This design comes from an exercise in tuning for small area on the open sky130 flow, not from production work.
Only simulation tests tie the RTL to the original design; equivalence was not proved.
Power figures rest on the tool's default switching activity, not on a simulated workload.

## config.mk

```make
export PLATFORM = sky130hd
export DESIGN_NAME = ELEVATOR_TOP
export DESIGN_NICKNAME = ELEVATOR_TOP
export VERILOG_FILES = /design/flow/design.v
export SDC_FILE = /design/flow/constraint.sdc
export NUM_CORES = 4
export LEC_CHECK = 0
export CAP_MARGIN = 20
export CORE_MARGIN = 2
export CORE_UTILIZATION = 40
export SLEW_MARGIN = 20
```

## constraint.sdc

```tcl
create_clock -name core_clock -period 25.0 [get_ports {CLK}]
set_input_delay 5.0000 -clock core_clock [delete_from_list [all_inputs] [get_ports {CLK}]]
set_output_delay 5.0000 -clock core_clock [all_outputs]
set_load 0.01 [all_outputs]
```

## design.v

```verilog
module debouncer (
    input  CLK,
    input  RST_N,
    input  btn_in,
    output reg btn_out
);
    reg [4:0] db_cnt;
    reg btn_sync1, btn_sync2, btn_stable;
    wire diff = btn_sync2 ^ btn_stable;
    wire hit  = db_cnt[4] & ~db_cnt[2] & ~db_cnt[0];
    wire run  = diff & ~hit;
    always @(posedge CLK or negedge RST_N) begin
        if (!RST_N) begin
            btn_sync1  <= 1'b0;
            btn_sync2  <= 1'b0;
            btn_stable <= 1'b0;
            db_cnt     <= 5'd0;
            btn_out    <= 1'b0;
        end else begin
            btn_sync1  <= btn_in;
            btn_sync2  <= btn_sync1;
            btn_stable <= btn_stable ^ (diff & hit);
            db_cnt     <= run ? {db_cnt[3:0], ~(db_cnt[4] ^ db_cnt[0])} : 5'd0;
            btn_out    <= btn_stable;
        end
    end
endmodule
module UART_RX (
    input        RX,
    input        CLK,
    input        RST_N,
    output [5:0] FLOOR,
    output       HALLup,
    output       HALLdown,
    output       CARcall,
    output       ERR
);
    localparam IDLE = 2'd0, START = 2'd1, DATA = 2'd2, STOP = 2'd3;
    localparam P_ST   = 4'd0,  P_C   = 4'd1,  P_C1  = 4'd2,  P_C2 = 4'd3,
               P_N1   = 4'd4,  P_N2  = 4'd5,  P_U   = 4'd6,  P_UP = 4'd7,
               P_D    = 4'd8,  P_DO  = 4'd9,  P_DOW = 4'd10, P_DOWN = 4'd11,
               P_BAD  = 4'd12;
    reg [1:0] rx_state;
    reg [2:0] clk_cnt;
    reg [8:0] sr;
    reg       rdy1, rdy2;
    reg [3:0] ps;
    reg [5:0] val;
    wire       rx_done = (rx_state == IDLE) && (clk_cnt == 3'd0) && sr[0];
    wire [7:0] b       = sr[8:1];
    wire       is_dig  = (b[7:4] == 4'h3) && (b[3:0] <= 4'd9);
    wire       is_C    = (b == 8'h43);
    wire       is_U    = (b == 8'h55);
    wire       is_P    = (b == 8'h50);
    wire       is_D    = (b == 8'h44);
    wire       is_O    = (b == 8'h4F);
    wire       is_W    = (b == 8'h57);
    wire       is_N    = (b == 8'h4E);
    wire       is_CR   = (b == 8'h0D);
    reg [3:0] ps_n;
    always @(*) begin
        ps_n = P_BAD;
        case (ps)
            P_ST:   if (is_C) ps_n = P_C; else if (is_dig) ps_n = P_N1;
            P_C:    if (is_dig) ps_n = P_C1;
            P_C1:   if (is_dig) ps_n = P_C2;
            P_N1:   if (is_dig) ps_n = P_N2; else if (is_U) ps_n = P_U; else if (is_D) ps_n = P_D;
            P_N2:   if (is_U) ps_n = P_U; else if (is_D) ps_n = P_D;
            P_U:    if (is_P) ps_n = P_UP;
            P_D:    if (is_O) ps_n = P_DO;
            P_DO:   if (is_W) ps_n = P_DOW;
            P_DOW:  if (is_N) ps_n = P_DOWN;
            default: ps_n = P_BAD;
        endcase
    end
    wire first_dig = (ps == P_ST) || (ps == P_C);
    wire [5:0] val10 = {val[2:0], 3'b000} + {val[4:0], 1'b0} + {2'b00, b[3:0]};
    always @(posedge CLK or negedge RST_N) begin
        if (!RST_N) begin
            rx_state <= IDLE;
            clk_cnt  <= 3'd1;
            rdy1     <= 1'b0;
            rdy2     <= 1'b0;
            ps       <= P_ST;
        end else begin
            rdy1 <= rx_done & is_CR;
            rdy2 <= rdy1;
            case (rx_state)
                IDLE: begin
                    if (RX == 1'b0) begin
                        rx_state <= START;
                        clk_cnt  <= 3'd0;
                    end else
                        clk_cnt  <= 3'd1;
                end
                START: begin
                    if (clk_cnt == 3'd4) begin
                        if (RX == 1'b0) begin
                            rx_state <= DATA;
                            clk_cnt  <= 3'd0;
                        end else
                            rx_state <= IDLE;
                    end else
                        clk_cnt <= clk_cnt + 3'd1;
                end
                DATA: begin
                    if (clk_cnt == 3'd7) begin
                        if (sr[1]) rx_state <= STOP;
                    end
                    clk_cnt <= clk_cnt + 3'd1;
                end
                STOP: begin
                    if (clk_cnt == 3'd7) rx_state <= IDLE;
                    clk_cnt <= clk_cnt + 3'd1;
                end
            endcase
            if (rdy2)
                ps <= P_ST;
            else if (rx_done && !is_CR)
                ps <= ps_n;
        end
    end
    always @(posedge CLK) begin
        if (rx_state == START && clk_cnt == 3'd4)
            sr <= 9'h100;
        else if (rx_state == DATA && clk_cnt == 3'd7)
            sr <= {RX, sr[8:1]};
        else if (rx_state == STOP && clk_cnt == 3'd7)
            sr[0] <= RX;
        if (rx_done && is_dig)
            val <= first_dig ? {2'b00, b[3:0]} : val10;
    end
    wire vok = (val[5] ? (val[4:0] == 5'd0) : (val[4:0] != 5'd0));
    wire c_ok  = (ps == P_C1) || (ps == P_C2);
    wire up_ok = (ps == P_UP);
    wire dn_ok = (ps == P_DOWN);
    assign FLOOR    = val;
    assign CARcall  = rdy2 & vok & c_ok;
    assign HALLup   = rdy2 & vok & up_ok;
    assign HALLdown = rdy2 & vok & dn_ok;
    assign ERR      = rdy2 & ~(vok & (c_ok | up_ok | dn_ok));
endmodule
module UART_TX (
    output reg  TX,
    input [1:0] TENS,
    input [3:0] ONES,
    input       UP,
    input       DN,
    input       ERR,
    input       CLK,
    input       RST_N,
    input       TX_temp_stop
);
    reg [10:0] sec;
    wire sec_wrap = &{sec[10:6], sec[3:0]};           
    wire one_sec_tick = (sec == 11'd0);
    wire tick = (sec[2:0] == 3'd0);
    always @(posedge CLK or negedge RST_N) begin
        if (!RST_N) sec <= 11'h7FF;
        else if (sec_wrap) sec <= {10'd0, sec[4]};
        else sec <= sec + 11'd1;
    end
    reg [1:0] mt;
    reg [1:0] mtens;
    reg [3:0] mones;
    reg [3:0] msg_idx;
    reg [3:0] bc;           
    reg tx_busy;
    reg abort_req;
    wire err = (mt == 2'b11);
    reg [7:0] ch;
    always @(*) begin
        case (msg_idx)
            4'd0:  ch = "F";
            4'd1:  ch = ":";
            4'd2:  ch = {6'b001100, mtens};
            4'd3:  ch = {4'h3, mones};
            4'd4:  ch = ",";
            4'd5:  ch = "D";
            4'd6:  ch = err ? "E" : "I";
            4'd7:  ch = "R";
            4'd8:  ch = err ? "R" : ":";
            4'd9:  ch = err ? ":" : (mt == 2'b00) ? "U" : (mt == 2'b01) ? "S" : "D";
            4'd10: ch = err ? "C" : (mt == 2'b00) ? "P" : (mt == 2'b01) ? "T" : "O";
            4'd11: ch = err ? "M" : (mt == 2'b00) ? 8'h0D : (mt == 2'b01) ? "O" : "W";
            4'd12: ch = err ? "D" : (mt == 2'b00) ? 8'h0A : (mt == 2'b01) ? "P" : "N";
            4'd13: ch = 8'h0D;
            default: ch = 8'h0A;
        endcase
    end
    wire last = (msg_idx == 4'd14) | ((mt == 2'b00) & (msg_idx == 4'd12));
    wire load = (ERR || one_sec_tick) && !tx_busy && !TX_temp_stop;
    wire cend = (bc == 4'd8);
    always @(posedge CLK or negedge RST_N) begin
        if (!RST_N) begin
            TX        <= 1'b1;
            tx_busy   <= 1'b0;
            abort_req <= 1'b0;
        end else begin
            if (TX_temp_stop && tx_busy)
                abort_req <= 1'b1;
            if (load)
                tx_busy <= 1'b1;
            if (tick) begin
                if (tx_busy) begin
                    TX <= bc[3] ? ~bc[0] : ch[bc[2:0]];
                    if (cend) begin
                        if (abort_req) begin
                            tx_busy   <= 1'b0;
                            abort_req <= 1'b0;
                        end else if (last)
                            tx_busy <= 1'b0;
                    end
                end else begin
                    TX <= 1'b1;
                    if (!TX_temp_stop)
                        abort_req <= 1'b0;
                end
            end
        end
    end
    always @(posedge CLK) begin
        if (load) begin
            mt      <= ERR ? 2'b11 : {DN, ~UP & ~DN};
            mtens   <= TENS;
            mones   <= ONES;
            msg_idx <= ERR ? 4'd6 : 4'd0;
            bc      <= 4'd15;
        end else if (tick && tx_busy) begin
            if (cend) begin
                bc <= 4'd15;
                if (!abort_req && !last)
                    msg_idx <= msg_idx + 4'd1;
            end else
                bc <= bc + 4'd1;
        end
    end
endmodule
module elevator_controller (
    input        CLK,
    input        RST_N,
    input        BTN_OPEN_db,
    input        BTN_CLOSE_db,
    input        EMG_STOP,
    input        UART_RX,
    input        TX_temp_stop_db,
    output       UART_TX,
    output       MOTOR_UP,
    output       MOTOR_DN,
    output       DOOR_OPEN_DRV,
    output       DOOR_CLOSE_DRV,
    output [4:0] o_floor,        
    output       o_up,
    output       o_dn,
    input  [1:0] i_tens,
    input  [3:0] i_ones
);
    localparam S_IDLE = 3'd0, S_MU = 3'd1, S_MD = 3'd2, S_DC = 3'd3,
               S_DO   = 3'd4, S_DW = 3'd5;
    localparam M_NORM = 2'd0, M_EMG = 2'd1, M_RES = 2'd2;
    localparam D_UP = 2'b00, D_STOP = 2'b01, D_DOWN = 2'b10;
    reg [2:0]  st;
    reg [1:0]  mode;
    reg [1:0]  dir;
    reg [4:0]  f;
    reg [12:0] timer;
    reg        close_req;
    reg        tx_err_req;
    reg [31:0] hu, hd, cc;      
    wire [5:0] rx_floor;
    wire rx_hall_up, rx_hall_down, rx_car_call, rx_err_pulse;
    UART_RX i_uart_rx (
        .CLK(CLK), .RST_N(RST_N), .RX(UART_RX),
        .FLOOR(rx_floor), .HALLup(rx_hall_up), .HALLdown(rx_hall_down),
        .CARcall(rx_car_call), .ERR(rx_err_pulse)
    );
    wire norm = (mode == M_NORM);
    wire res  = (mode == M_RES);
    wire emg  = EMG_STOP;
    assign MOTOR_UP       = norm & (st == S_MU);
    assign MOTOR_DN       = norm & (st == S_MD);
    assign DOOR_OPEN_DRV  = norm & ((st == S_DO) | (st == S_DW));
    assign DOOR_CLOSE_DRV = norm & (st == S_DC);
    assign o_floor = f;
    assign o_up    = MOTOR_UP;
    assign o_dn    = MOTOR_DN;
    UART_TX i_uart_tx (
        .CLK(CLK), .RST_N(RST_N), .TENS(i_tens), .ONES(i_ones), .UP(o_up), .DN(o_dn),
        .ERR(tx_err_req), .TX(UART_TX), .TX_temp_stop(TX_temp_stop_db)
    );
    wire [31:0] anyc = hu | hd | cc;
    reg  [31:0] above_m, below_m;
    integer i;
    always @(*) begin
        for (i = 0; i < 32; i = i + 1) begin
            above_m[i] = (i > f);
            below_m[i] = (i < f);
        end
    end
    wire [31:0] A = anyc & above_m;
    wire [31:0] B = anyc & below_m;
    wire any_above = |A;
    wire any_below = |B;
    function [4:0] lowest;
        input [31:0] x;
        integer k;
        begin
            lowest = 5'd0;
            for (k = 31; k >= 0; k = k - 1) if (x[k]) lowest = k;
        end
    endfunction
    function [4:0] highest;
        input [31:0] x;
        integer k;
        begin
            highest = 5'd0;
            for (k = 0; k < 32; k = k + 1) if (x[k]) highest = k;
        end
    endfunction
    wire [15:0] a1v = A[31:16] | A[15:0];
    wire [4:0] ca, cb;
    wire [31:0] Br;
    genvar gi;
    generate for (gi = 0; gi < 32; gi = gi + 1) begin : rv
        assign Br[gi] = B[31-gi];
    end endgenerate
    wire [4:0] cbr;
    penc32 pa (.x(A), .idx(ca));
    penc32 pb (.x(Br), .idx(cbr));
    assign cb = ~cbr;
    wire at_up = hu[f];
    wire at_dn = hd[f];
    wire at_cc = cc[f];
    wire at_any = at_up | at_dn | at_cc;
    wire d_up = (dir == D_UP);
    wire d_dn = dir[1];
    wire d_st = dir[0];
    wire stop_here = at_cc | (at_up & ~d_dn) | (at_dn & ~d_up) |
                     (d_up & at_any & ~any_above) | (d_dn & at_any & ~any_below);
    wire [5:0] sum_ab = ca + cb;
    wire [5:0] two_f  = {f, 1'b0};
    wire up_le = (sum_ab <= two_f);
    wire up_lt = (sum_ab <  two_f);
    wire t_door  = &{timer[10:6], timer[3:0]};                
    wire t_move  = &{timer[11:7], timer[4:0]};                
    wire t_dwell = timer[12] & timer[10] & timer[9] & timer[8] &
                   timer[6] & timer[5] & timer[3] & timer[2] & timer[1] & timer[0];  
    reg [2:0] nst;
    reg [1:0] ndir;
    always @(*) begin
        nst  = st;
        ndir = dir;
        case (st)
            S_IDLE: begin
                if (stop_here)
                    nst = S_DO;
                else if (d_up) begin
                    if (any_above) nst = S_MU;
                    else if (any_below) begin nst = S_MD; ndir = D_DOWN; end
                    else ndir = D_STOP;
                end else if (d_dn) begin
                    if (any_below) nst = S_MD;
                    else if (any_above) begin nst = S_MU; ndir = D_UP; end
                    else ndir = D_STOP;
                end else begin
                    if (any_above && (!any_below || up_le)) begin nst = S_MU; ndir = D_UP; end
                    else if (any_below) begin nst = S_MD; ndir = D_DOWN; end
                end
            end
            S_MU: begin
                ndir = D_UP;
                if (f == 5'd31 || t_move) nst = S_IDLE;
            end
            S_MD: begin
                ndir = D_DOWN;
                if (f == 5'd0 || t_move) nst = S_IDLE;
            end
            S_DO: begin
                if (t_door) nst = (close_req || BTN_CLOSE_db) ? S_DC : S_DW;
            end
            S_DW: begin
                if (BTN_OPEN_db) nst = S_DO;
                else if (BTN_CLOSE_db || close_req || t_dwell) nst = S_DC;
            end
            S_DC: begin
                if (BTN_OPEN_db) nst = S_DO;
                else if (t_door) nst = S_IDLE;
            end
            default: ;
        endcase
    end
    wire open_ev = ~emg & ((norm & (nst == S_DO) & (st != S_DO)) | (res & (st == S_DO)));
    wire clr_up = at_up & (~at_dn | d_up | (d_dn & ~any_below) |
                  (d_st & ((any_above & ~any_below) | (any_above & any_below & up_lt) | (~any_above & ~any_below))));
    wire clr_dn = at_dn & (~at_up | d_dn | (d_up & ~any_above) |
                  (d_st & ((~any_above & any_below) | (any_above & any_below & ~up_lt) | (~any_above & ~any_below))));
    wire [31:0] f_hot = 32'd1 << f;
    wire [31:0] rx_hot = 32'd1 << (rx_floor[4:0] - 5'd1);
    always @(posedge CLK or negedge RST_N) begin
        if (!RST_N) begin
            st         <= S_IDLE;
            mode       <= M_NORM;
            dir        <= D_STOP;
            f          <= 5'd0;
            close_req  <= 1'b0;
            tx_err_req <= 1'b0;
            hu         <= 32'd0;
            hd         <= 32'd0;
            cc         <= 32'd0;
        end else if (emg) begin
            mode      <= M_EMG;
            if (res) st <= S_IDLE;
            dir       <= D_STOP;
            close_req <= 1'b0;
        end else begin
            case (mode)
                M_NORM: begin
                    st  <= nst;
                    dir <= ndir;
                end
                M_EMG: begin
                    mode <= (st == S_IDLE) ? M_NORM : M_RES;
                    dir  <= D_STOP;
                end
                default: begin
                    mode <= M_NORM;
                    dir  <= (st == S_MU) ? D_UP : (st == S_MD) ? D_DOWN : D_STOP;
                end
            endcase
            if (norm) begin
                if (st == S_DO || st == S_DW) begin
                    if (BTN_OPEN_db)       close_req <= 1'b0;
                    else if (BTN_CLOSE_db) close_req <= 1'b1;
                end
                if (nst == S_DC) close_req <= 1'b0;
                if (st == S_MU && t_move && f != 5'd31) f <= f + 5'd1;
                if (st == S_MD && t_move && f != 5'd0)  f <= f - 5'd1;
            end
            tx_err_req <= rx_err_pulse;
            hu <= (hu | (rx_hall_up   ? rx_hot : 32'd0)) & ~((open_ev & clr_up) ? f_hot : 32'd0);
            hd <= (hd | (rx_hall_down ? rx_hot : 32'd0)) & ~((open_ev & clr_dn) ? f_hot : 32'd0);
            cc <= (cc | (rx_car_call  ? rx_hot : 32'd0)) & ~(open_ev ? f_hot : 32'd0);
        end
    end
    always @(posedge CLK) begin
        if (!emg) begin
            if (norm)
                timer <= (nst != st) ? 13'd0 : timer + 13'd1;
            else if (res && (st == S_DO || st == S_DC))
                timer <= 13'd0;
        end
    end
endmodule
module penc2 (input [1:0] x, output v, output idx);
    assign v = x[0] | x[1];
    assign idx = ~x[0];
endmodule
module penc32 (input [31:0] x, output [4:0] idx);
    wire [15:0] v1; wire [15:0] i1;
    genvar k;
    generate for (k = 0; k < 16; k = k + 1) begin : l1
        assign v1[k] = x[2*k] | x[2*k+1];
        assign i1[k] = ~x[2*k];
    end endgenerate
    wire [7:0] v2; wire [15:0] i2;
    generate for (k = 0; k < 8; k = k + 1) begin : l2
        assign v2[k] = v1[2*k] | v1[2*k+1];
        assign i2[2*k+1] = ~v1[2*k];
        assign i2[2*k]   = v1[2*k] ? i1[2*k] : i1[2*k+1];
    end endgenerate
    wire [3:0] v3; wire [11:0] i3;
    generate for (k = 0; k < 4; k = k + 1) begin : l3
        assign v3[k] = v2[2*k] | v2[2*k+1];
        assign i3[3*k+2] = ~v2[2*k];
        assign i3[3*k+1 -: 2] = v2[2*k] ? i2[4*k+1 -: 2] : i2[4*k+3 -: 2];
    end endgenerate
    wire [1:0] v4; wire [7:0] i4;
    generate for (k = 0; k < 2; k = k + 1) begin : l4
        assign v4[k] = v3[2*k] | v3[2*k+1];
        assign i4[4*k+3] = ~v3[2*k];
        assign i4[4*k+2 -: 3] = v3[2*k] ? i3[6*k+2 -: 3] : i3[6*k+5 -: 3];
    end endgenerate
    assign idx[4] = ~v4[0];
    assign idx[3:0] = v4[0] ? i4[3:0] : i4[7:4];
endmodule
module elevator_display_controller (
    input  [4:0] floor_idx,      
    input        up,
    input        dn,
    output [1:0] tens_o,
    output [3:0] ones_o,
    output [6:0] HEX7_O,
    output [6:0] HEX6_O,
    output [6:0] HEX5_O,
    output [6:0] HEX4_O,
    output [6:0] HEX3_O,
    output [6:0] HEX2_O,
    output [6:0] HEX1_O,
    output [6:0] HEX0_O
);
    localparam SEG_U = 7'b1000001;
    localparam SEG_P = 7'b0001100;
    localparam SEG_D = 7'b0100001;
    localparam SEG_O = 7'b1000000;
    localparam SEG_W = 7'b0010101;
    localparam SEG_N = 7'b0101011;
    localparam SEG_S = 7'b0010010;
    localparam SEG_T = 7'b0000111;
    localparam SEG_BLANK = 7'b1111111;
    function [6:0] seg;
        input [3:0] d;
        begin
            case (d)
                4'd0: seg = 7'b1000000;
                4'd1: seg = 7'b1111001;
                4'd2: seg = 7'b0100100;
                4'd3: seg = 7'b0110000;
                4'd4: seg = 7'b0011001;
                4'd5: seg = 7'b0010010;
                4'd6: seg = 7'b0000010;
                4'd7: seg = 7'b1111000;
                4'd8: seg = 7'b0000000;
                default: seg = 7'b0010000;
            endcase
        end
    endfunction
    wire [5:0] n = floor_idx + 6'd1;
    wire [1:0] tens = (n >= 6'd30) ? 2'd3 : (n >= 6'd20) ? 2'd2 : (n >= 6'd10) ? 2'd1 : 2'd0;
    wire [5:0] ones = n - tens * 6'd10;
    assign tens_o = tens;
    assign ones_o = ones[3:0];
    assign HEX5_O = seg({2'b00, tens});
    assign HEX4_O = seg(ones[3:0]);
    assign HEX7_O = up ? SEG_U : SEG_BLANK;
    assign HEX6_O = up ? SEG_P : SEG_BLANK;
    assign HEX3_O = up ? SEG_BLANK : dn ? SEG_D : SEG_S;
    assign HEX2_O = up ? SEG_BLANK : dn ? SEG_O : SEG_T;
    assign HEX1_O = up ? SEG_BLANK : dn ? SEG_W : SEG_O;
    assign HEX0_O = up ? SEG_BLANK : dn ? SEG_N : SEG_P;
endmodule
module ELEVATOR_TOP (
    input CLK,
    input RST_N,
    input BTN_OPEN,
    input BTN_CLOSE,
    input EMG_STOP,
    input UART_RXD,
    input BTN_TX_STOP,
    output UART_TXD,
    output [6:0] HEX0,
    output [6:0] HEX1,
    output [6:0] HEX2,
    output [6:0] HEX3,
    output [6:0] HEX4,
    output [6:0] HEX5,
    output [6:0] HEX6,
    output [6:0] HEX7,
    output MOTOR_UP,
    output MOTOR_DN,
    output DOOR_OPEN_DRV,
    output DOOR_CLOSE_DRV
);
    wire [4:0] floor_w;
    wire up_w, dn_w;
    wire [1:0] tens_w;
    wire [3:0] ones_w;
    wire btn_open_db, btn_close_db, btn_emg_db, tx_stop_db;
    debouncer db_open   (.CLK(CLK), .RST_N(RST_N), .btn_in(~BTN_OPEN),    .btn_out(btn_open_db));
    debouncer db_close  (.CLK(CLK), .RST_N(RST_N), .btn_in(~BTN_CLOSE),   .btn_out(btn_close_db));
    debouncer db_emg    (.CLK(CLK), .RST_N(RST_N), .btn_in(~EMG_STOP),    .btn_out(btn_emg_db));
    debouncer db_txstop (.CLK(CLK), .RST_N(RST_N), .btn_in(~BTN_TX_STOP), .btn_out(tx_stop_db));
    elevator_controller i_controller (
        .CLK(CLK), .RST_N(RST_N),
        .BTN_OPEN_db(btn_open_db), .BTN_CLOSE_db(btn_close_db), .EMG_STOP(btn_emg_db),
        .UART_RX(UART_RXD), .TX_temp_stop_db(tx_stop_db), .UART_TX(UART_TXD),
        .MOTOR_UP(MOTOR_UP), .MOTOR_DN(MOTOR_DN),
        .DOOR_OPEN_DRV(DOOR_OPEN_DRV), .DOOR_CLOSE_DRV(DOOR_CLOSE_DRV),
        .o_floor(floor_w), .o_up(up_w), .o_dn(dn_w),
        .i_tens(tens_w), .i_ones(ones_w)
    );
    elevator_display_controller i_display (
        .floor_idx(floor_w), .up(up_w), .dn(dn_w),
        .tens_o(tens_w), .ones_o(ones_w),
        .HEX7_O(HEX7), .HEX6_O(HEX6), .HEX5_O(HEX5), .HEX4_O(HEX4),
        .HEX3_O(HEX3), .HEX2_O(HEX2), .HEX1_O(HEX1), .HEX0_O(HEX0)
    );
endmodule
```

## flow/run.sh

```bash
#!/bin/bash
# Own layout flow: the standard synthesis, then an area-oriented re-map of
# the combinational logic (registers untouched), then the standard layout
# with the port buffers made from the smallest buffer cell.
set -euo pipefail
HERE=$(pwd)
R=$HERE/orfs/results/$FLOW_PLATFORM/ELEVATOR_TOP/base
YOSYS=yosys
[[ -x $FLOW_HOME/../tools/install/yosys/bin/yosys ]] && YOSYS=$FLOW_HOME/../tools/install/yosys/bin/yosys

bash standard.sh synth > $HERE/log_1_standard_synth.log 2>&1

cp $R/1_2_yosys.v $HERE/1_2_yosys_standard.v
export REMAP_LIB=$FLOW_HOME/platforms/sky130hd/lib/sky130_fd_sc_hd__tt_025C_1v80.lib
export REMAP_DONT_USE="$(make -s -C $FLOW_HOME DESIGN_CONFIG=$HERE/config.mk WORK_HOME=$HERE/orfs print-DONT_USE_CELLS 2>/dev/null | tail -1 | sed 's/^DONT_USE_CELLS: //')"
export REMAP_IN=$HERE/1_2_yosys_standard.v
export REMAP_OUT=$HERE/1_2_yosys_remap.v
export REMAP_STAT=$HERE/remap_stat.txt
export REMAP_SCRIPT=$HERE/flow/remap.abc
$YOSYS -c $HERE/flow/remap.tcl > $HERE/log_2_remap.log 2>&1
cp $REMAP_OUT $R/1_2_yosys.v
touch $R/1_2_yosys.v

export BUFFER_PORTS_ARGS="-buffer_cell sky130_fd_sc_hd__buf_1"
# clock tree: small clock buffers, larger sink clusters, no dummy loads
export CTS_ARGS="$(cat $HERE/flow/cts_args.txt)"
bash standard.sh finish > $HERE/log_3_standard_layout.log 2>&1
```

## flow/cts_args.txt

```
-sink_clustering_enable -repair_clock_nets -dont_use_dummy_load -buf_list sky130_fd_sc_hd__clkbuf_8 -sink_clustering_size 16 -sink_clustering_max_diameter 80
```

## flow/remap.abc

```
strash
ifraig
scorr
dc2
strash
&get -n
&st
&dch -f
&nf -a -R 1000
&put
topo
```

## flow/remap.tcl

```tcl
# Re-map the combinational logic of the standard synthesis netlist for area.
# Flip-flops and tie cells are kept as they are (same instances, names and
# cell types); only the gates between them are re-mapped by ABC.
yosys -import
set lib $::env(REMAP_LIB)
set dont_use {}
foreach c $::env(REMAP_DONT_USE) { lappend dont_use -dont_use $c }
read_liberty -ignore_miss_func $lib
read_verilog $::env(REMAP_IN)
hierarchy -top $::env(FLOW_TOP)
setattr -mod -set keep_hierarchy 1 sky130_fd_sc_hd__df* sky130_fd_sc_hd__edf* sky130_fd_sc_hd__sdf* sky130_fd_sc_hd__dl* sky130_fd_sc_hd__conb_1
flatten
opt_clean
select $::env(FLOW_TOP)
abc -liberty $lib {*}$dont_use -script $::env(REMAP_SCRIPT)
splitnets
opt_clean -purge
hilomap -singleton -hicell sky130_fd_sc_hd__conb_1 HI -locell sky130_fd_sc_hd__conb_1 LO
insbuf -buf sky130_fd_sc_hd__buf_1 A X
opt_clean -purge
tee -o $::env(REMAP_STAT) stat -liberty $lib
write_verilog -noattr -nohex -nodec -selected $::env(REMAP_OUT)
```

## standard.sh

```bash
#!/bin/bash
# synth_recipe.tcl (not shown) runs the flow's synth.tcl, then flattens the netlist and writes it again
# the make line also repeats each setting of config.mk as NAME=value (left out here)
make -C /OpenROAD-flow-scripts/flow DESIGN_CONFIG=/design/flow/config.mk WORK_HOME=/design/flow/orfs CLKGATE_MAP_FILE= SYNTH_SCRIPT=/design/flow/synth_recipe.tcl "${@:-finish}"
```

==> results of run 1 <==
-- worst register-to-register path: cells and delay by family, from the launching register on --
family	cells	cell delay, ps
flip-flops	1	340
XOR/XNOR	1	240
AO/OA/AOI/OAI	16	2630
AND/OR/NAND/NOR	14	3020
buffers and inverters	4	1460
-- power by group --
group | switching, mW | internal [mW]
combinational | 0.0695 | 0.0464
clock | 0.113 | 0.0650
sequential | 0.0368 | 0.400
-- placed cells by master (no fill, tap or decap), types with 13 or more instances in the layout --
cell type / count
nor2_1: 236
clkbuf_8: 18
nand3_1: 42
edfxtp_1: 31
o21ai_0: 83
or2_0: 14
nand2_1: 143
nand2b_1: 22
buf_4: 15
xor2_1: 13
xnor2_1: 16
and2_0: 29
dfstp_2: 14
nor2b_1: 22
dfxtp_1: 13
buf_1: 60
or3_1: 19
a21oi_1: 247
dfrtp_1: 157
and3_1: 13
clkinv_1: 33
a31oi_1: 19
o22ai_1: 43
nor3_1: 84
-- state kept, by name, summed over array words and instances (netlist names), 4 cells and up, named ones only --
| name | flops |
|---|---|
| i_controller.i_uart_tx.msg_idx | 4 |
| i_controller.i_uart_rx.sr | 9 |
| db_txstop.db_cnt | 5 |
| i_controller.hd | 32 |
| i_controller.timer | 13 |
| i_controller.i_uart_tx.bc | 4 |
| i_controller.cc | 32 |
| i_controller.f | 5 |
| db_close.db_cnt | 5 |
| db_emg.db_cnt | 5 |
| i_controller.i_uart_tx.mones | 4 |
| i_controller.hu | 32 |
| db_open.db_cnt | 5 |
| i_controller.i_uart_tx.sec | 11 |
| i_controller.i_uart_rx.val | 6 |
| i_controller.i_uart_rx.ps | 4 |
-- worst max path at each step --
stage                                  startpoint      end  slack, ps
floorplan           i_controller.f[0]$_DFFE_PN0P_  HEX4[3]      16340
global placement    i_controller.f[0]$_DFFE_PN0P_  HEX4[3]      16080
detailed placement  i_controller.f[0]$_DFFE_PN0P_  HEX4[3]      15940
CTS                 i_controller.f[0]$_DFFE_PN0P_  HEX4[3]      15370
global route        i_controller.f[0]$_DFFE_PN0P_  HEX4[0]      14880
finish              i_controller.f[0]$_DFFE_PN0P_  HEX4[3]      15290
-- stage by stage --
step | hold slack [ps] | power [mW] | utilization, % | setup slack (ps) | area (µm²)
final | 350 | 0.730 | 44.0 | 15290 | 13000
after global routing | 360 | 0.772 | 44.0 | 14880 | 13000
after CTS | 359 | 0.736 | 44.0 | 15370 | 13000
after detailed placement | 336 | 0.559 | 43.1 | 15940 | 12800
after global placement | 331 | 0.556 | 43.1 | 16080 | 12800
after floorplan | 331 | 0.520 | - | 16340 | 12100
-- layer usage --
metal,share of wire (%),GRT usage (%),wire length [µm]
met5,0.035,0,13
met4,3.0,7.07,1120
met3,8.5,3.86,3190
met2,43,35.6,16300
met1,45,35.4,17000
-- final cells by class --
type	instances	area, µm²	area share, %
repair buffers	76	345	2.65
clock buffers	18	248	1.90
flip-flops and latches	215	5490	42.1
well taps	390	488	3.74
multi-input cells	1199	6350	48.7
inverters	33	124	0.950
==> key figures, run 1 <==
Drt
  – DR pass1 iterations: 6
  – Final ANT Viol Nets: 0
  – Total number of vias: 11700
  – Via density: between 6 and 7
  – DRC Markers: 0
  – DRT Wirelength: 37600 µm
  – Drt wl/cell: around 19 µm
  – DR iter-0 viols: 1239

CTS
  – Cts repair resizes: 0
  – H-tree depth: 1
  – CTS clk-pin slew, worst paths: 110 ps
  – Clock root cell: clkbuf_8
  – Clock Sinks: 215
  – TritonCTS clock tree: done
  – CTS max path bufs: 3
  – Clock latency at the later pin of the worst-skew pair: 540 ps
  – CTS hold repair buffers: 0
  – Setup Fix Bufs, Post-CTS: 0
  – Cts bufs inserted: 18

Finish
  – Non-Filler Instances: 1931
  – Synth-to-Final Area Change: 8.27%
  – Layout cell share with drive strength beyond 1: under 10%
  – ANT cells: 0
  – Number of fill cells: 3024
  – Nets@finish: 1550

Die
  – # rows: 63
  – I/O pins: 68
  – DIE WIDTH: 178 µm
  – Die height: about 180 µm
  – Initial Utilization: 40.6%
  – Die Area: 31500 µm²
  – Area of the core: 29600 µm²

Critical path
  – Startpoint types: flop
  – Worst path arrival time: 4710 ps
  – Crit path buf inv count: 4
  – Worst reg-to-reg path cell count: 35
  – Critical-path cell with the highest stage delay: nor2_1
  – CP Capture Type: primary output
  – Worst r2r src: i_controller.f[0]$_DFFE_PN0P_
  – Reg2Reg Setup Slack: approximately 17000 ps
  – Worst-path fanout max: 44
  – FF-to-FF End: i_controller.hu[10]$_DFFE_PN0N_
  – Critical Path RT: about 20000 ps
  – CP max stage delay: 680 ps
  – Crit-path leading delay family: simple AND/OR/NAND/NOR gates
  – Crit-path cells: buf_4 -> clkinv_1 -> nor2_1 -> a21oi_1 -> nand2b_1 -> a211oi_1 -> or3_1 -> and2_0 -> clkinv_1 -> a21oi_1 -> nand2_1 -> nor2_1 -> buf_1
  – WP depth: 13
  – Crit path kind: reg2out

Power and ir drop
  – LEAKAGE: 5.17 nW
  – Pwr per Cell Area: 56.0 nW/µm²
  – Maximum VDD drop: 0.0569 mV

Timing
  – Max-slew headroom: between 30% and 40%
  – FMAX: 0.103 GHz
  – Unrepaired setup endpoints after global routing: false
  – Hold Fails Final Rpt: 0
  – Worst slew pin tran: 1020 ps
  – Post-route clock period utilization: 38.8%
  – Crit path time final: between 9000 and 10000 ps
  – # setup viols final: 0
  – Setup TNS: 0 ps
  – Max-slew violation count: 0
  – Final Skew: 75.6 ps

Hold path
  – Hold_sp: i_controller.i_uart_rx.rdy1$_DFF_PN0_
  – Worst Hold End: i_controller.i_uart_rx.rdy2$_DFF_PN0_
  – Hold Crit Depth: 0
  – Tightest Hold Check Type: reg2reg

Synth
  – Avg Cell Area, Syn: roughly 8.1 µm²
  – Syn Inst Count: 1484
  – Synth warn: 5
  – Mapped cell area: 12000 µm²

Global routing
  – First-pass GRT wire length: around 60000 µm
  – Initial antenna violation count: 1
  – GRT Util Overall: a little under a quarter
  – Total gr overflow: 0
  – Vias in the first global route: 10700
  – Largest net degree at the start of global routing: 64

Run status
  – Status: timing/DRC/antenna clean

Run
  – Max Cap Viol: 0

Placed design
  – Port bufs: 61
  – Routability Congestion: 0.978
  – Cells after DPL: 1913
  – Hpwl dp: 26800 µm
==> inputs of run 2 (changes only) <==
==> flow/remap.abc (replaced) <==
strash
&get -n
&deepsyn -I 1 -J 10 -S 1
&put
strash
&get -n
&st
&dch -f
&nf -a -R 1000
&put
strash
&get -n
&st
&dch -f
&nf -a -R 1000
&put
strash
&get -n
&st
&dch -f
&nf -a -R 1000
&put
strash
&get -n
&st
&dch -f
&nf -a -R 1000
&put
topo
==> key figures, run 2 <==
Synth
  – Synth warn: 5
  – Syn Inst Count: 1344
  – Mapped cell area: roughly 11000 µm²
  – Avg Cell Area, Syn: ~8.5 µm²

Power and ir drop
  – Sequential Power Share: between 60% and 70%
  – LEAKAGE: 5.12 nW
  – Comb power frac: 14.8%
  – Net Sw Frac: 30.1%
  – Pwr per Cell Area: 58.6 nW/µm²
  – Clk network pwr share: 24.7%
  – Switching Power: 0.218 mW
  – Maximum VDD drop: roughly 0.05 mV
  – Int Pwr: 0.507 mW

Run status
  – Status: timing/DRC/antenna clean

Drt
  – Total number of vias: 10900
  – DRC Markers: 0
  – Final ANT Viol Nets: 0
  – DRT Wirelength: 37100 µm
  – Via density: 6.11
  – DR pass1 iterations: 6
  – DR iter-0 viols: about 1300
  – Drt wl/cell: 20.9 µm

Critical path
  – Crit path kind: reg2out
  – CP Capture Type: primary output
  – Worst-path fanout max: 26
  – Worst path arrival time: 4080 ps
  – Startpoint types: flop
  – Critical Path RT: 20000 ps

Timing
  – Setup TNS: 0 ps
  – Post-route clock period utilization: about 36%
  – Unrepaired setup endpoints after global routing: false
  – Worst slew pin tran: 1190 ps
  – # setup viols final: 0
  – Crit path time final: 9080 ps
  – Final Skew: just over 40 ps
  – Hold Fails Final Rpt: 0
  – Max-slew headroom: 20.3%
  – Max-slew violation count: 0
  – FMAX: 0.110 GHz

CTS
  – Clock latency at the later pin of the worst-skew pair: between 500 and 600 ps
  – Cts repair resizes: 0
  – CTS clk-pin slew, worst paths: around 90 ps
  – Setup Fix Bufs, Post-CTS: 0
  – CTS max path bufs: 3
  – H-tree depth: 1
  – Clock Sinks: 215
  – Clock root cell: clkbuf_8
  – TritonCTS clock tree: done
  – CTS hold repair buffers: 0
  – Cts bufs inserted: 18

Die
  – Die Area: 29900 µm²
  – I/O pins: just under 70
  – # rows: 61
  – Initial Utilization: between 40% and 50%
  – Area of the core: between 20000 and 30000 µm²
  – DIE WIDTH: 173 µm
  – Die height: 173 µm

Global routing
  – Vias in the first global route: 9971
  – First-pass GRT wire length: 57600 µm
  – Initial antenna violation count: 0
  – GRT Util Overall: 23.9%
  – Largest net degree at the start of global routing: 79
  – Total gr overflow: 0

Finish
  – Largest registers: i_controller.cc x32, i_controller.hd x32, i_controller.hu x32
  – Synth-to-Final Area Change: 8.33%
  – Final core occ: 44.3%
  – Commonest cells after routing, fill and taps aside: a21oi_1, nor2_1, dfrtp_1
  – Most common cell after layout, fill and taps aside: a21oi_1
  – ANT cells: 0
  – Nets@finish: 1408
  – Layout cell share with drive strength beyond 1: approximately 3.6%

Placed design
  – Port bufs: about 60
  – Routability Congestion: 1.01
  – Hpwl dp: around 26000 µm

Hold path
  – Tightest Hold Check Type: reg2reg

Run
  – Max Cap Viol: 0
[run 2: power by group through the flow]
| stage | clock (mW) | sequential, mW | combinational, mW |
|---|---|---|---|
| after floorplan | 0 | 0.436 | 0.0758 |
| after global placement | 0 | 0.445 | 0.105 |
| after detailed placement | 0 | 0.446 | 0.107 |
| after CTS | 0.185 | 0.439 | 0.108 |
| after global routing | 0.196 | 0.446 | 0.122 |
| final | 0.179 | 0.439 | 0.107 |
[run 2: critical path, cell delays in order, from the launching register on]
cell and delay [ps]:
dfrtp_1 910, nor2b_1 910, nand2_1 200, nand2_1 270, clkinv_1 130, nor2_1 200, nor2_1 110, xnor2_1 420
and3_1 230, buf_1 150
[run 2: worst paths after layout]
kind	cells after the start	startpoint	to	slack, ps
worst min register to register	0	db_emg.btn_sync1$_DFF_PN0_	db_emg.btn_sync2$_DFF_PN0_	320
max in group asynchronous	2	RST_N	db_emg.btn_sync1$_DFF_PN0_	19380
worst max register to register	32	i_controller.f[4]$_DFFE_PN0P_	i_controller.hu[17]$_DFFE_PN0N_	16760
worst min-delay path	0	db_emg.btn_sync1$_DFF_PN0_	db_emg.btn_sync2$_DFF_PN0_	320
worst max-delay path	9	i_controller.f[4]$_DFFE_PN0P_	HEX4[2]	15920
min in group asynchronous	1	RST_N	i_controller.cc[19]$_DFFE_PN0N_	4380
[run 2: metrics by stage]
stage / hold WS (ps) / instance area (µm²) / instances / power [mW] / worst slack, ps
after floorplan: 331 / 11400 / 1348 / 0.511 / 17420
after global placement: 334 / 12100 / 1758 / 0.549 / 16850
after detailed placement: 342 / 12100 / 1758 / 0.553 / 16630
after CTS: 315 / 12300 / 1776 / 0.732 / 16060
after global routing: 332 / 12400 / 1777 / 0.765 / 15650
final: 317 / 12400 / 1777 / 0.725 / 15920
[run 2: final cells by class]
type                    count  area (µm²)
fillers                  2850       15600
multi-input cells        1063        5710
flip-flops and latches    215        5490
well taps                 378         473
repair buffers             74         350
clock buffers              18         248
inverters                  29         109
[run 2: routing by layer]
layer	GRT usage, %	vias to the layer above	part of all wire (%)
met4	7.56	0	3.5
met3	3.45	78	8.8
met2	36.7	530	44
met5	0	-	0
li1	-	4984	-
met1	34.8	5271	44
==> inputs of run 3 (changes only) <==
--- a/config.mk
+++ b/config.mk
@@ -5,7 +5,7 @@
 export SDC_FILE = /design/flow/constraint.sdc
 export NUM_CORES = 4
 export LEC_CHECK = 0
-export CAP_MARGIN = 20
+export CAP_MARGIN = 0
 export CORE_MARGIN = 2
-export CORE_UTILIZATION = 40
-export SLEW_MARGIN = 20
+export CORE_UTILIZATION = 60
+export SLEW_MARGIN = 0
==> key figures, run 3 <==
Timing
  – Worst hold slack: around 360 ps
  – Worst slew pin tran: about 1200 ps
  – Max-slew headroom: 19.2%
  – Final Skew: 62.6 ps
  – Crit path time final: between 8000 and 9000 ps
  – Post-route clock period utilization: 36.0%
  – Hold Fails Final Rpt: 0
  – Max-slew violation count: 0
  – Setup TNS: 0 ps
  – Unrepaired setup endpoints after global routing: false
  – # setup viols final: 0
  – FMAX: 0.111 GHz

Critical path
  – Critical-path cell with the highest stage delay: dfrtp_1
  – Worst path arrival time: 3990 ps
  – Critical Path RT: 20000 ps
  – Crit path kind: reg2out
  – Worst reg-to-reg path cell count: 32
  – Crit path buf inv count: 2
  – Crit-path cells: nor2b_1 -> nand2_1 -> nand2_1 -> clkinv_1 -> nor2_1 -> nor2_1 -> xnor2_1 -> and3_1 -> buf_1
  – WP depth: 9
  – FF-to-FF End: i_controller.hu[27]$_DFFE_PN0N_
  – Reg2Reg Setup Slack: ~17000 ps
  – CP max stage delay: 830 ps
  – CP Capture Type: primary output
  – Crit-path leading delay family: simple AND/OR/NAND/NOR gates
  – Setup crit end: HEX4[2]
  – Worst r2r src: i_controller.f[4]$_DFFE_PN0P_
  – CP startpoint: i_controller.f[4]$_DFFE_PN0P_
  – Startpoint types: flop
  – Worst-path fanout max: 26

Die
  – Initial Utilization: between 60% and 70%
  – Die Area: around 20000 µm²
  – DIE WIDTH: 142 µm
  – Die height: 142 µm
  – I/O pins: 68
  – # rows: 50
  – Area of the core: 18700 µm²

Global routing
  – Total gr overflow: 0
  – GRT Util Overall: between 30% and 40%
  – Initial antenna violation count: 0
  – First-pass GRT wire length: about 54000 µm
  – Largest net degree at the start of global routing: 68
  – Vias in the first global route: roughly 9800

CTS
  – TritonCTS clock tree: done
  – Cts bufs inserted: 17
  – Clock latency at the later pin of the worst-skew pair: about 550 ps
  – CTS hold repair buffers: 0
  – Clock root cell: clkbuf_8
  – H-tree depth: 1
  – CTS clk-pin slew, worst paths: 110 ps
  – Clock Sinks: 215
  – Setup Fix Bufs, Post-CTS: 0
  – CTS max path bufs: 3
  – Cts repair resizes: 0

Drt
  – DRC Markers: 0
  – Via density: 6.70
  – Drt wl/cell: 21.4 µm
  – Final ANT Viol Nets: 0
  – DRT Wirelength: between 30000 and 40000 µm
  – DR pass1 iterations: 6
  – Total number of vias: between 10000 and 15000
  – DR iter-0 viols: 1457

Finish
  – Nets@finish: roughly 1400
  – Most common cell after layout, fill and taps aside: a21oi_1
  – Commonest cells after routing, fill and taps aside: a21oi_1, nor2_1, dfrtp_1
  – Multi-input gate area: 5710 µm²
  – Layout cell share with drive strength beyond 1: 3.23%
  – ANT cells: 0
  – Synth-to-Final Area Change: 6.20%
  – Number of fill cells: around 1600
  – Largest registers: i_controller.cc x32, i_controller.hd x32, i_controller.hu x32
  – Sequential cell area: 5490 µm²
  – Design area: 12100 µm²
  – Final core occ: around two thirds

Synth
  – Avg Cell Area, Syn: 8.50 µm²
  – Syn Inst Count: 1344
  – Synth warn: 5
  – Mapped cell area: between 10000 and 15000 µm²

Power and ir drop
  – LEAKAGE: 5.09 nW
  – Pwr per Cell Area: about 59 nW/µm²
  – Maximum VDD drop: 0.0744 mV

Hold path
  – Tightest Hold Check Type: reg2reg

Run
  – Max Cap Viol: 0

Placed design
  – Hpwl dp: approximately 25000 µm
  – Routability Congestion: 1.07
  – Post-place instance area: ~12000 µm²
  – Port bufs: 61

Run status
  – Status: timing/DRC/antenna clean
[run 3: worst register-to-register path, delay by kind of cell (launching register included)]
kind	cells	cell delay [ps]
flops	1	830
compound gates	15	2960
buf+inv	2	250
xor+xnor	2	570
fa+ha+maj	1	190
simple gates	12	3310
[run 3: where the power goes]
group          internal, mW  switching [mW]  total, mW
clock network        0.0615           0.111      0.172
registers             0.401          0.0424      0.443
logic                0.0401          0.0603      0.100
total                 0.502           0.213      0.716
[run 3: worst min path at each step]
stage / start / to / slack, ps / cells past startpoint
after detailed placement: db_close.btn_sync1$_DFF_PN0_ / db_close.btn_sync2$_DFF_PN0_ / 340 / 0
after floorplan: db_close.btn_sync1$_DFF_PN0_ / db_close.btn_sync2$_DFF_PN0_ / 330 / 0
after CTS: i_controller.i_uart_rx.rdy1$_DFF_PN0_ / i_controller.i_uart_rx.rdy2$_DFF_PN0_ / 360 / 0
after global routing: db_emg.btn_sync1$_DFF_PN0_ / db_emg.btn_sync2$_DFF_PN0_ / 370 / 0
final: i_controller.i_uart_rx.rdy1$_DFF_PN0_ / i_controller.i_uart_rx.rdy2$_DFF_PN0_ / 360 / 0
after global placement: db_txstop.btn_sync1$_DFF_PN0_ / db_txstop.btn_sync2$_DFF_PN0_ / 330 / 0
[run 3: routing by layer]
layer | track usage (%) | wire [µm] | up-vias
li1 | - | - | 4969
met1 | 48.8 | 14500 | 5145
met2 | 49.9 | 14600 | 674
met3 | 9.15 | 4000 | 115
met4 | 14.3 | 1640 | 0
met5 | 1.00 | 0 | -
[run 3: layout make-up]
type | count | share of cell area, %
multi-input cells | 1063 | 47.1
repair buffers | 70 | 2.47
inverters | 29 | 0.897
well taps | 234 | 2.41
clock buffers | 17 | 1.93
flip-flops and latches | 215 | 45.2
[run 3: through the flow]
stage | power [mW] | instances | setup slack (ps)
finish | 0.716 | 1628 | 16010
global route | 0.751 | 1628 | 15650
CTS | 0.717 | 1628 | 16110
detailed placement | 0.550 | 1611 | 16720
global placement | 0.546 | 1611 | 16910
floorplan | 0.511 | 1348 | 17420
==> inputs of run 4 (changes only) <==
--- a/design.v
+++ b/design.v
@@ -151,14 +151,15 @@
     input       RST_N,
     input       TX_temp_stop
 );
-    reg [10:0] sec;
+    reg [10:0] secn;    
+    wire [10:0] sec = ~secn;
     wire sec_wrap = &{sec[10:6], sec[3:0]};           
     wire one_sec_tick = (sec == 11'd0);
     wire tick = (sec[2:0] == 3'd0);
     always @(posedge CLK or negedge RST_N) begin
-        if (!RST_N) sec <= 11'h7FF;
-        else if (sec_wrap) sec <= {10'd0, sec[4]};
-        else sec <= sec + 11'd1;
+        if (!RST_N) secn <= 11'd0;
+        else if (sec_wrap) secn <= ~{10'd0, sec[4]};
+        else secn <= secn - 11'd1;
     end
     reg [1:0] mt;
     reg [1:0] mtens;
@@ -404,9 +405,6 @@
             f          <= 5'd0;
             close_req  <= 1'b0;
             tx_err_req <= 1'b0;
-            hu         <= 32'd0;
-            hd         <= 32'd0;
-            cc         <= 32'd0;
         end else if (emg) begin
             mode      <= M_EMG;
             if (res) st <= S_IDLE;
@@ -437,9 +435,23 @@
                 if (st == S_MD && t_move && f != 5'd0)  f <= f - 5'd1;
             end
             tx_err_req <= rx_err_pulse;
-            hu <= (hu | (rx_hall_up   ? rx_hot : 32'd0)) & ~((open_ev & clr_up) ? f_hot : 32'd0);
-            hd <= (hd | (rx_hall_down ? rx_hot : 32'd0)) & ~((open_ev & clr_dn) ? f_hot : 32'd0);
-            cc <= (cc | (rx_car_call  ? rx_hot : 32'd0)) & ~(open_ev ? f_hot : 32'd0);
+        end
+    end
+    wire [31:0] set_hu = (~emg & rx_hall_up)   ? rx_hot : 32'd0;
+    wire [31:0] set_hd = (~emg & rx_hall_down) ? rx_hot : 32'd0;
+    wire [31:0] set_cc = (~emg & rx_car_call)  ? rx_hot : 32'd0;
+    wire [31:0] clr_hu = (open_ev & clr_up) ? f_hot : 32'd0;
+    wire [31:0] clr_hd = (open_ev & clr_dn) ? f_hot : 32'd0;
+    wire [31:0] clr_cc = open_ev ? f_hot : 32'd0;
+    always @(posedge CLK or negedge RST_N) begin
+        if (!RST_N) begin
+            hu <= 32'd0;
+            hd <= 32'd0;
+            cc <= 32'd0;
+        end else begin
+            hu <= (hu | set_hu) & ~clr_hu;
+            hd <= (hd | set_hd) & ~clr_hd;
+            cc <= (cc | set_cc) & ~clr_cc;
         end
     end
     always @(posedge CLK) begin
--- a/flow/remap.abc
+++ b/flow/remap.abc
@@ -26,4 +26,28 @@
 &dch -f
 &nf -a -R 1000
 &put
+strash
+&get -n
+&st
+&dch -f
+&nf -a -R 1000
+&put
+strash
+&get -n
+&st
+&dch -f
+&nf -a -R 1000
+&put
+strash
+&get -n
+&st
+&dch -f
+&nf -a -R 1000
+&put
+strash
+&get -n
+&st
+&dch -f
+&nf -a -R 1000
+&put
 topo
--- a/config.mk
+++ b/config.mk
@@ -5,7 +5,7 @@
 export SDC_FILE = /design/flow/constraint.sdc
 export NUM_CORES = 4
 export LEC_CHECK = 0
-export CAP_MARGIN = 0
+export CAP_MARGIN = 20
 export CORE_MARGIN = 2
 export CORE_UTILIZATION = 60
-export SLEW_MARGIN = 0
+export SLEW_MARGIN = 20
==> key figures, run 4 <==
Synth
  – Synth warn: 5
  – Mapped cell area: between 10000 and 15000 µm²
  – Syn Inst Count: 1354
  – Avg Cell Area, Syn: ~8.6 µm²

Power and ir drop
  – Clk network pwr share: 24.7%
  – Sequential Power Share: 61.8%
  – Int Pwr: 0.495 mW
  – LEAKAGE: 5.11 nW
  – Maximum VDD drop: ~0.052 mV
  – Pwr per Cell Area: 55.9 nW/µm²
  – Net Sw Frac: 28.9%
  – Switching Power: 0.201 mW
  – Comb power frac: between 10% and 20%
  – PnR Total Power: around 0.70 mW

Run status
  – Status: timing/DRC/antenna clean

Global routing
  – GRT Util Overall: a little over a third
  – Initial antenna violation count: 0
  – Total gr overflow: 0
  – First-pass GRT wire length: 57000 µm
  – Vias in the first global route: approximately 10000
  – Largest net degree at the start of global routing: 82

Drt
  – DRT Wirelength: about 36000 µm
  – Drt wl/cell: approximately 22 µm
  – DRC Markers: 0
  – DR pass1 iterations: 8
  – DR iter-0 viols: about 1400
  – Total number of vias: 11300
  – Final ANT Viol Nets: 0
  – Via density: 6.78

Critical path
  – Crit path kind: reg2out
  – CP Capture Type: primary output
  – Startpoint types: flop
  – Worst path arrival time: between 4000 and 5000 ps
  – Worst-path fanout max: 26
  – Critical Path RT: 20000 ps

Timing
  – Hold Fails Final Rpt: 0
  – Crit path time final: 9360 ps
  – Unrepaired setup endpoints after global routing: false
  – Final Skew: 28.8 ps
  – FMAX: 0.107 GHz
  – # setup viols final: 0
  – Post-route clock period utilization: 37.4%
  – Setup ws final: 15640 ps
  – Worst slew pin tran: 1190 ps
  – Max-slew headroom: 20.2%
  – Max-slew violation count: 0
  – Setup TNS: 0 ps

CTS
  – CTS hold repair buffers: 0
  – Clock latency at the later pin of the worst-skew pair: roughly 530 ps
  – Cts bufs inserted: 17
  – CTS max path bufs: 3
  – H-tree depth: 1
  – TritonCTS clock tree: done
  – Setup Fix Bufs, Post-CTS: 0
  – Cts repair resizes: 0
  – CTS clk-pin slew, worst paths: 100 ps
  – Clock Sinks: around 220
  – Clock root cell: clkbuf_8

Die
  – I/O pins: 68
  – Initial Utilization: about three fifths
  – Area of the core: 18900 µm²
  – DIE WIDTH: 143 µm
  – # rows: 50
  – Die height: 143 µm
  – Die Area: between 20000 and 25000 µm²

Placed design
  – Port bufs: 61
  – Routability Congestion: 1.01
  – Hpwl dp: 25700 µm
  – Cells after DPL: 1656
  – Pre-CTS setup slack: 16310 ps

Finish
  – Non-Filler Instances: 1674
  – Synth-to-Final Area Change: 7.13%
  – Commonest cells after routing, fill and taps aside: a21oi_1, dfrtp_1, nor2_1
  – Nets@finish: 1423
  – Largest registers: i_controller.cc x32, i_controller.hd x32, i_controller.hu x32
  – Number of fill cells: 1658
  – ANT cells: 0
  – Most common cell after layout, fill and taps aside: a21oi_1
  – Final core occ: approximately two thirds
  – Layout cell share with drive strength beyond 1: 3.04%

Hold path
  – Tightest Hold Check Type: reg2reg

Run
  – Max Cap Viol: 0
## run 4: area by class of cell
cell class,count,area (µm²),area share [%]
Tap cell,260,325,2.61
Multi-Input combinational cell,1075,5930,47.6
Timing Repair Buffer,80,395,3.17
Clock buffer,17,234,1.88
Sequential cell,215,5470,43.9
Inverter,27,101,0.813
## run 4: power by group through the flow
stage	clock network, mW	logic [mW]	registers, mW
global route	0.184	0.108	0.436
detailed placement	0	0.0938	0.437
global placement	0	0.0913	0.435
CTS	0.173	0.0945	0.430
finish	0.172	0.0945	0.430
floorplan	0	0.0672	0.428
## run 4: worst paths after layout
check / slack, ps / to / from / depth (start not counted)
hold reg to reg: 360 / db_open.btn_sync2$_DFF_PN0_ / db_open.btn_sync1$_DFF_PN0_ / 0
setup reg to reg: 18200 / i_controller.hd[17]$_DFF_PN0_ / i_controller.f[1]$_DFFE_PN0P_ / 25
hold / removal: 360 / db_open.btn_sync2$_DFF_PN0_ / db_open.btn_sync1$_DFF_PN0_ / 0
min in group asynchronous: 4450 / db_txstop.db_cnt[4]$_DFF_PN0_ / RST_N / 1
max in group asynchronous: 19410 / i_controller.cc[3]$_DFF_PN0_ / RST_N / 2
setup / recovery: 15640 / HEX4[5] / i_controller.f[1]$_DFFE_PN0P_ / 9
## run 4: stage by stage
step                hold WS, ps  instance area [µm²]
finish                      355                12500
detailed placement          335                12200
global route                362                12500
floorplan                   331                11600
CTS                         357                12400
global placement            332                12200
## run 4: layer usage
metal | vias up | track usage [%] | wire [µm]
li1 | 5132 | - | -
met1 | 5394 | 51.2 | 14800
met2 | 702 | 54.6 | 15800
met3 | 117 | 7.18 | 4100
met4 | 0 | 10.8 | 1380
met5 | - | 0 | 0
## run 4: critical path: stages, from the launching register on
cell	delay (ps)
dfrtp_1	950
nand2_1	600
a21boi_0	630
clkinv_1	270
nor2_1	220
nor2_1	120
xnor2_1	320
nor2_1	120
a311oi_1	390
buf_1	200
==> inputs of run 5 (changes only) <==
==> flow/cts_args.txt (replaced) <==
-sink_clustering_enable -repair_clock_nets -dont_use_dummy_load -buf_list sky130_fd_sc_hd__clkbuf_4 -sink_clustering_size 10 -sink_clustering_max_diameter 40
==> key figures, run 5 <==
CTS
  – Clock Sinks: 215
  – Setup Fix Bufs, Post-CTS: 0
  – CTS max path bufs: 3
  – CTS hold repair buffers: 0
  – Clock latency at the later pin of the worst-skew pair: 760 ps
  – H-tree depth: 1
  – Cts repair resizes: 0
  – TritonCTS clock tree: done
  – Clock root cell: clkbuf_4
  – Cts bufs inserted: 30
  – CTS clk-pin slew, worst paths: around 100 ps

Power and ir drop
  – PnR Total Power: 0.692 mW
  – Pwr per Cell Area: 55.5 nW/µm²
  – LEAKAGE: 5.13 nW
  – Maximum VDD drop: 0.0525 mV

Critical path
  – Critical-path cell with the highest stage delay: dfrtp_1
  – Worst path arrival time: ~4500 ps
  – CP Capture Type: primary output
  – Setup crit end: HEX4[5]
  – Startpoint types: flop
  – Crit path buf inv count: 2
  – CP max stage delay: a little under 1000 ps
  – Crit path kind: reg2out
  – Worst r2r src: i_controller.f[1]$_DFFE_PN0P_
  – CP startpoint: i_controller.f[1]$_DFFE_PN0P_
  – Worst-path fanout max: 26
  – Worst reg-to-reg path cell count: 22
  – FF-to-FF End: i_controller.hd[17]$_DFF_PN0_
  – Critical Path RT: 20000 ps
  – Crit-path leading delay family: simple AND/OR/NAND/NOR gates
  – Reg2Reg Setup Slack: 18350 ps
  – WP depth: 9
  – CP most frequent cell: nor2_1
  – Crit-path cells: nand2_1 -> a21boi_0 -> clkinv_1 -> nor2_1 -> nor2_1 -> xnor2_1 -> nor2_1 -> a311oi_1 -> buf_1

Global routing
  – Initial antenna violation count: 1
  – GRT Util Overall: roughly 36%
  – Total gr overflow: 0
  – Vias in the first global route: 10400
  – Largest net degree at the start of global routing: 82
  – First-pass GRT wire length: about 57000 µm

Die
  – Area of the core: 18900 µm²
  – I/O pins: 68
  – Die Area: 20500 µm²
  – Initial Utilization: 61.6%
  – Die height: 143 µm
  – DIE WIDTH: ~140 µm
  – # rows: 50

Timing
  – Crit path time final: 9510 ps
  – Worst slew pin tran: 1170 ps
  – Max-slew headroom: 21.5%
  – Final Skew: 159 ps
  – Post-route clock period utilization: 38.0%
  – Hold Fails Final Rpt: 0
  – Setup TNS: 0 ps
  – # setup viols final: 0
  – Setup ws final: 15490 ps
  – Unrepaired setup endpoints after global routing: false
  – FMAX: about 0.11 GHz
  – Max-slew violation count: 0

Drt
  – Drt wl/cell: 21.3 µm
  – DR iter-0 viols: 1474
  – DRC Markers: 0
  – Final ANT Viol Nets: 0
  – Via density: 6.70
  – Total number of vias: 11300
  – DRT Wirelength: 36100 µm
  – DR pass1 iterations: 8

Finish
  – Synth-to-Final Area Change: 7.12%
  – Nets@finish: 1437
  – Commonest cells after routing, fill and taps aside: a21oi_1, dfrtp_1, nor2_1
  – Non-Filler Instances: 1689
  – Largest registers: i_controller.cc x32, i_controller.hd x32, i_controller.hu x32
  – Most common cell after layout, fill and taps aside: a21oi_1
  – Layout cell share with drive strength beyond 1: 3.92%
  – Number of fill cells: 1655

Placed design
  – Hpwl dp: roughly 26000 µm
  – Routability Congestion: 1.01
  – Cells after DPL: 1656
  – Pre-CTS setup slack: 16310 ps
  – Port bufs: 61

Run
  – Max Cap Viol: 0

Synth
  – Mapped cell area: 11600 µm²
  – Avg Cell Area, Syn: 8.59 µm²
  – Syn Inst Count: around 1400
  – Synth warn: 5

Run status
  – Status: timing/DRC/antenna clean

Hold path
  – Hold_sp: db_open.btn_sync1$_DFF_PN0_
  – Tightest Hold Check Type: reg2reg
-- run 5: how the worst min path moves through the flow --
stage	slack [ps]	endpoint	depth (start not counted)
finish	360	db_open.btn_sync2$_DFF_PN0_	0
global route	360	db_open.btn_sync2$_DFF_PN0_	0
CTS	360	db_open.btn_sync2$_DFF_PN0_	0
detailed placement	330	db_open.btn_sync2$_DFF_PN0_	0
global placement	330	db_open.btn_sync2$_DFF_PN0_	0
floorplan	330	db_close.btn_sync2$_DFF_PN0_	0
-- run 5: routing by layer --
layer | vias to the layer above | wire length [µm] | GRT usage [%]
met5 | - | 0 | 0
met4 | 0 | 1480 | 11.6
met3 | 129 | 4240 | 7.88
met2 | 728 | 15600 | 54.6
met1 | 5311 | 14700 | 50.6
li1 | 5156 | - | -
-- run 5: cell type report --
| class | instances | area (µm²) | area share [%] |
|---|---|---|---|
| multi-input cells | 1075 | 5930 | 47.6 |
| flip-flops and latches | 215 | 5470 | 43.9 |
| repair buffers | 81 | 403 | 3.23 |
| well taps | 260 | 325 | 2.61 |
| clock buffers | 30 | 225 | 1.81 |
| inverters | 27 | 101 | 0.813 |
| diodes | 1 | 2.50 | 0.0201 |
-- run 5: power by group --
part	internal, mW	switching (mW)
clock	0.0546	0.113
combinational	0.0369	0.0580
sequential	0.396	0.0335
total	0.488	0.204
-- run 5: metrics by stage --
step | utilization (%) | instance area (µm²) | hold slack, ps
after floorplan | - | 11600 | 331
after global placement | 64.5 | 12200 | 332
after detailed placement | 64.5 | 12200 | 335
after CTS | 65.7 | 12400 | 358
after global routing | 65.9 | 12500 | 364
final | 65.9 | 12500 | 358

[port drivers added, routing unchanged]
No port has a modelled driver above. Below, the same layouts with a new extraction and two added sets of constraints. Step 1 (the two cells are an assumption about what drives the block):
set clk [get_ports {CLK}]
set_driving_cell -lib_cell sky130_fd_sc_hd__clkbuf_16 $clk
set_driving_cell -lib_cell sky130_fd_sc_hd__buf_2 [delete_from_list [all_inputs] $clk]
Step 2 adds t to the input delays and takes it off the output delays; t is the mean of the earliest and latest rising clock arrival at the registers after step 1. Input paths then give back, and output paths get back, about the clock's delay inside the block. Slacks: ideal ports / drivers / drivers and shift; pairs: ideal ports / drivers.
run	t, ns	setup WS [ns]	clock arrival spread, ns	cell pins on the clock port's net
run 1	0.552	15.294 / 15.247 / 15.799	0.075 / 0.076	1
run 2	0.563	15.918 / 15.875 / 16.438	0.041 / 0.042	1
run 3	0.560	16.010 / 15.966 / 16.526	0.063 / 0.063	1
run 4	0.562	15.639 / 15.596 / 16.159	0.028 / 0.029	1
run 5	0.721	15.493 / 15.454 / 16.174	0.160 / 0.159	1
After both steps setup and hold are still met in every run listed.
